Context: an optimization exercise on an open-source flow, tuned for small area and a short achievable clock period. The choices shown serve that exercise and are no tape-out recipe. In this exercise RTL edits were held to simulation tests only and were not proved equivalent to the original.

==> module HardCore, before the edit <==
module HardCore (switches, instr, reset, inread, outend,
	display0, display1, display2, display3, display4, display5,
	display6, display7, clk, pc);
	input [14:0] switches;
	input clk;
	input [31:0] instr;
	input reset;
	input inread, outend;
	output reg [31:0] pc;
	output [6:0] display0, display1, display2, display3, display4,
		display5, display6;
	output [6:0] display7;
	wire [5:0] op = instr[31:26];
	wire [4:0] rs = instr[25:21];
	wire [4:0] rt = instr[20:16];
	wire [4:0] rd = instr[15:11];
	wire [4:0] sh = instr[10:6];
	wire op_add = (op == 6'd1);
	wire op_sub = (op == 6'd2);
	wire op_lw  = (op == 6'd3);
	wire op_mov = (op == 6'd4);
	wire op_sw  = (op == 6'd5);
	wire op_li  = (op == 6'd6);
	wire op_or  = (op == 6'd7) | (op == 6'd8);
	wire op_not = (op == 6'd9);
	wire op_xor = (op == 6'd10);
	wire op_shr = (op == 6'd11);
	wire op_shl = (op == 6'd12);
	wire op_beq = (op == 6'd13);
	wire op_bne = (op == 6'd14);
	wire op_bgt = (op == 6'd15);
	wire op_blt = (op == 6'd16);
	wire op_j   = (op == 6'd17);
	wire op_jr  = (op == 6'd18);
	wire op_in  = (op == 6'd19);
	wire op_out = (op == 6'd20);
	wire op_hlt = (op == 6'd63);
	wire op_br  = op_beq | op_bne | op_bgt | op_blt;
	wire op_alu = op_add | op_sub | op_or | op_not | op_xor | op_shr | op_shl;
	reg [31:0] R [0:31];
	wire [31:0] A = R[rs];
	wire [31:0] B = R[rt];
	wire [31:0] rd_oh = 32'd1 << rd;
	reg [31:0] C;
	integer k;
	always @(*) begin
		C = 32'd0;
		for (k = 0; k < 32; k = k + 1)
			C = C | (R[k] & {32{rd_oh[k]}});
	end
	reg [31:0] M [0:20];
	wire inrange = (A < 32'd21);
	wire [31:0] memrd = inrange ? M[A[4:0]] : 32'd0;
	always @(posedge clk)
		if (op_sw && inrange)
			M[A[4:0]] <= B;
	wire subtract = op_sub | op_br;
	wire [31:0] Bx = B ^ {32{subtract}};
	wire [31:0] sum = A + Bx + {31'd0, subtract};
	wire ovf = (A[31] == Bx[31]) & (sum[31] != A[31]);
	reg [31:0] wd;
	always @(*) begin
		wd = sum;
		if (op_or)  wd = A | B;
		if (op_not) wd = ~A;
		if (op_xor) wd = A ^ B;
		if (op_shr) wd = A >> sh;
		if (op_shl) wd = A << sh;
		if (op_lw)  wd = memrd;
		if (op_mov) wd = A;
		if (op_li)  wd = {{11{instr[20]}}, instr[20:0]};
		if (op_in)  wd = {{17{switches[14]}}, switches};
	end
	wire we = op_alu | op_lw | op_mov | op_li | op_in;
	wire [4:0] wa = (op_li | op_in) ? rs : (op_lw | op_mov) ? rt : rd;
	always @(posedge clk)
		if (we)
			R[wa] <= wd;
	wire zero = (sum == 32'd0);
	wire taken = (op_beq & zero) | (op_bne & ~zero) |
		(op_bgt & ~sum[31] & ~zero) | (op_blt & sum[31]);
	wire halt = op_hlt | (op_in & ~inread) | (op_out & ~outend) |
		((op_add | op_sub | op_br) & ovf);
	always @(posedge clk)
		if (reset)
			pc <= 32'd0;
		else if (halt)
			pc <= pc;
		else if (op_j)
			pc <= {{6{instr[25]}}, instr[25:0]};
		else if (op_jr)
			pc <= A;
		else if (taken)
			pc <= C;
		else
			pc <= pc + 32'd1;
	wire [27:0] dig;
	BCD conv(.x(A), .d(dig));
	wire [6:0] s0, s1, s2, s3, s4, s5, s6;
	Display d0(.In(dig[3:0]),   .Out(s0));
	Display d1(.In(dig[7:4]),   .Out(s1));
	Display d2(.In(dig[11:8]),  .Out(s2));
	Display d3(.In(dig[15:12]), .Out(s3));
	Display d4(.In(dig[19:16]), .Out(s4));
	Display d5(.In(dig[23:20]), .Out(s5));
	Display d6(.In(dig[27:24]), .Out(s6));
	assign display0 = op_out ? s0 : 7'b1000000;
	assign display1 = op_out ? s1 : 7'b1000000;
	assign display2 = op_out ? s2 : 7'b1000000;
	assign display3 = op_out ? s3 : 7'b1000000;
	assign display4 = op_out ? s4 : 7'b1000000;
	assign display5 = op_out ? s5 : 7'b1000000;
	assign display6 = op_out ? s6 : 7'b1000000;
	assign display7 = (op_out & A[31]) ? 7'b0111111 : 7'b1111111;
endmodule
==> flow/config.mk <==
export PLATFORM = sky130hd
export DESIGN_NAME = HardCore
export DESIGN_NICKNAME = HardCore
export VERILOG_FILES = /design/flow/design.v
export SDC_FILE = /design/flow/constraint.sdc
export NUM_CORES = 4
export LEC_CHECK = 0
export ABC_AREA = 1
export CAP_MARGIN = 20
export CORE_MARGIN = 2
export CORE_UTILIZATION = 50
export CTS_BUF_LIST = sky130_fd_sc_hd__clkbuf_16
export CTS_CLUSTER_DIAMETER = 80
export CTS_CLUSTER_SIZE = 20
export SLEW_MARGIN = 20
export SYNTH_HIERARCHICAL = 1
==> flow/constraint.sdc <==
create_clock -name core_clock -period 70.0 [get_ports {clk}]
set_input_delay 14.0000 -clock core_clock [delete_from_list [all_inputs] [get_ports {clk}]]
set_output_delay 14.0000 -clock core_clock [all_outputs]
set_load 0.01 [all_outputs]
standard.sh (not shown) runs the stock make flow with config.mk's settings and CLKGATE_MAP_FILE= SYNTH_SCRIPT=/design/flow/synth_recipe.tcl, a recipe that flattens the netlist after the stock synthesis.
==> flow/flow/run.sh <==
#!/bin/bash
# The standard layout (standard.sh, the standard flow's own ORFS run) with these changes:
#  - synthesis: flow/synth_pre.tcl is put in front of the standard flow's synthesis
#    script; it only changes ABC's mapping script (see there), so the
#    registers are the standard synthesis's;
#  - Yosys's adder step is off (ADDER_MAP_FILE empty): adders and compressor
#    trees stay plain gates for ABC instead of the slow fa/ha cells;
#  - ports are buffered with buf_4 instead of the default delay buffer;
#  - repair_timing aims for extra setup slack (SETUP_SLACK_MARGIN) so the
#    resizer works on the longest paths although the 70 ns clock is met.
# Clock, constraints and everything else are the standard flow's.
set -o pipefail
W=$(pwd)
{ sed "s#@W@#$W#g" flow/synth_pre.tcl; cat synth_recipe.tcl; } > "$W/synth_abc.tcl"
bash standard.sh SYNTH_SCRIPT="$W/synth_abc.tcl" ADDER_MAP_FILE= \
  "BUFFER_PORTS_ARGS=-buffer_cell sky130_fd_sc_hd__buf_4" \
  SETUP_SLACK_MARGIN=33 finish > standard_flow.log 2>&1
==> flow/flow/abc_fast.script <==
strash
&get -n
&st
&synch2
&if -g -K 6
&synch2
&if -g -K 6
&synch2
&put
dch -f
map -B 0.9
topo
stime -c
buffer -c
upsize -c
dnsize -c
==> flow/flow/abc_small.script <==
&get -n
&st
&dch
&nf -p -R 0
&put
topo
==> flow/flow/synth_pre.tcl <==
# Prepended to the standard flow's synthesis script. ORFS's synth.tcl calls abc once for
# the whole design; here the converter module BCD (kept as its own module by
# SYNTH_HIERARCHICAL 1 until the final flatten) is mapped for speed
# (abc_fast.script: ORFS's area script after SOP balancing) and every other
# module with ABC's area-oriented &nf mapper (abc_small.script).
proc abc {args} {
  set i [lsearch -exact $args -script]
  set fast $args
  set small $args
  lset fast [expr {$i + 1}] @W@/flow/abc_fast.script
  lset small [expr {$i + 1}] @W@/flow/abc_small.script
  yosys abc {*}$fast BCD
  yosys abc {*}$small HardCore Display
}
Then changed:
--- a/flow/design.v
+++ b/flow/design.v
@@ -507,16 +507,9 @@
 	wire op_alu = op_add | op_sub | op_or | op_not | op_xor | op_shr | op_shl;
 	reg [31:0] R [0:31];
 	wire [31:0] A = R[rs];
 	wire [31:0] B = R[rt];
-	wire [31:0] rd_oh = 32'd1 << rd;
-	reg [31:0] C;
-	integer k;
-	always @(*) begin
-		C = 32'd0;
-		for (k = 0; k < 32; k = k + 1)
-			C = C | (R[k] & {32{rd_oh[k]}});
-	end
+	wire [31:0] C = R[rd];
 	reg [31:0] M [0:20];
 	wire inrange = (A < 32'd21);
 	wire [31:0] memrd = inrange ? M[A[4:0]] : 32'd0;
 	always @(posedge clk)
Result:
- design area came out higher by about 2.2%
- global-route usage is lower by 3.7 points
- first-iteration DRC count drops by about 23%
- worst setup slack degrades by 0.025 ns
- routed wire length is lower by 7.4%

## what the ideal ports hide
Ports are ideal in the flow. The routed layouts listed here were re-timed in OpenROAD. Step 1 (the two cells are an assumption about what drives the block):
set clk [get_ports {clk}]
set_driving_cell -lib_cell sky130_fd_sc_hd__clkbuf_16 $clk
set_driving_cell -lib_cell sky130_fd_sc_hd__buf_2 [delete_from_list [all_inputs] $clk]
Step 2 moves the port delays by t, midway between the first and last clock arrival at a register: inputs arrive t later, outputs are due t later. That takes back most of the time a late clock gives input paths. Slacks: ideal ports / drivers / drivers and shift; pairs: ideal ports / drivers.
run | shift t [ns] | setup slack, ns | worst setup path after step 2 | slew at the worst register clock pin (ns)
the first run | 0.891 | 33.538 / 33.372 / 33.372 | input to output | 0.10 / 0.10
the second run | 0.885 | 33.513 / 33.307 / 33.307 | input to output | 0.09 / 0.09
After both steps setup and hold are still met in every run listed. The setup slack of the second run, which loses most, moves by -0.206 ns with the drivers and by -0.206 ns with both steps.
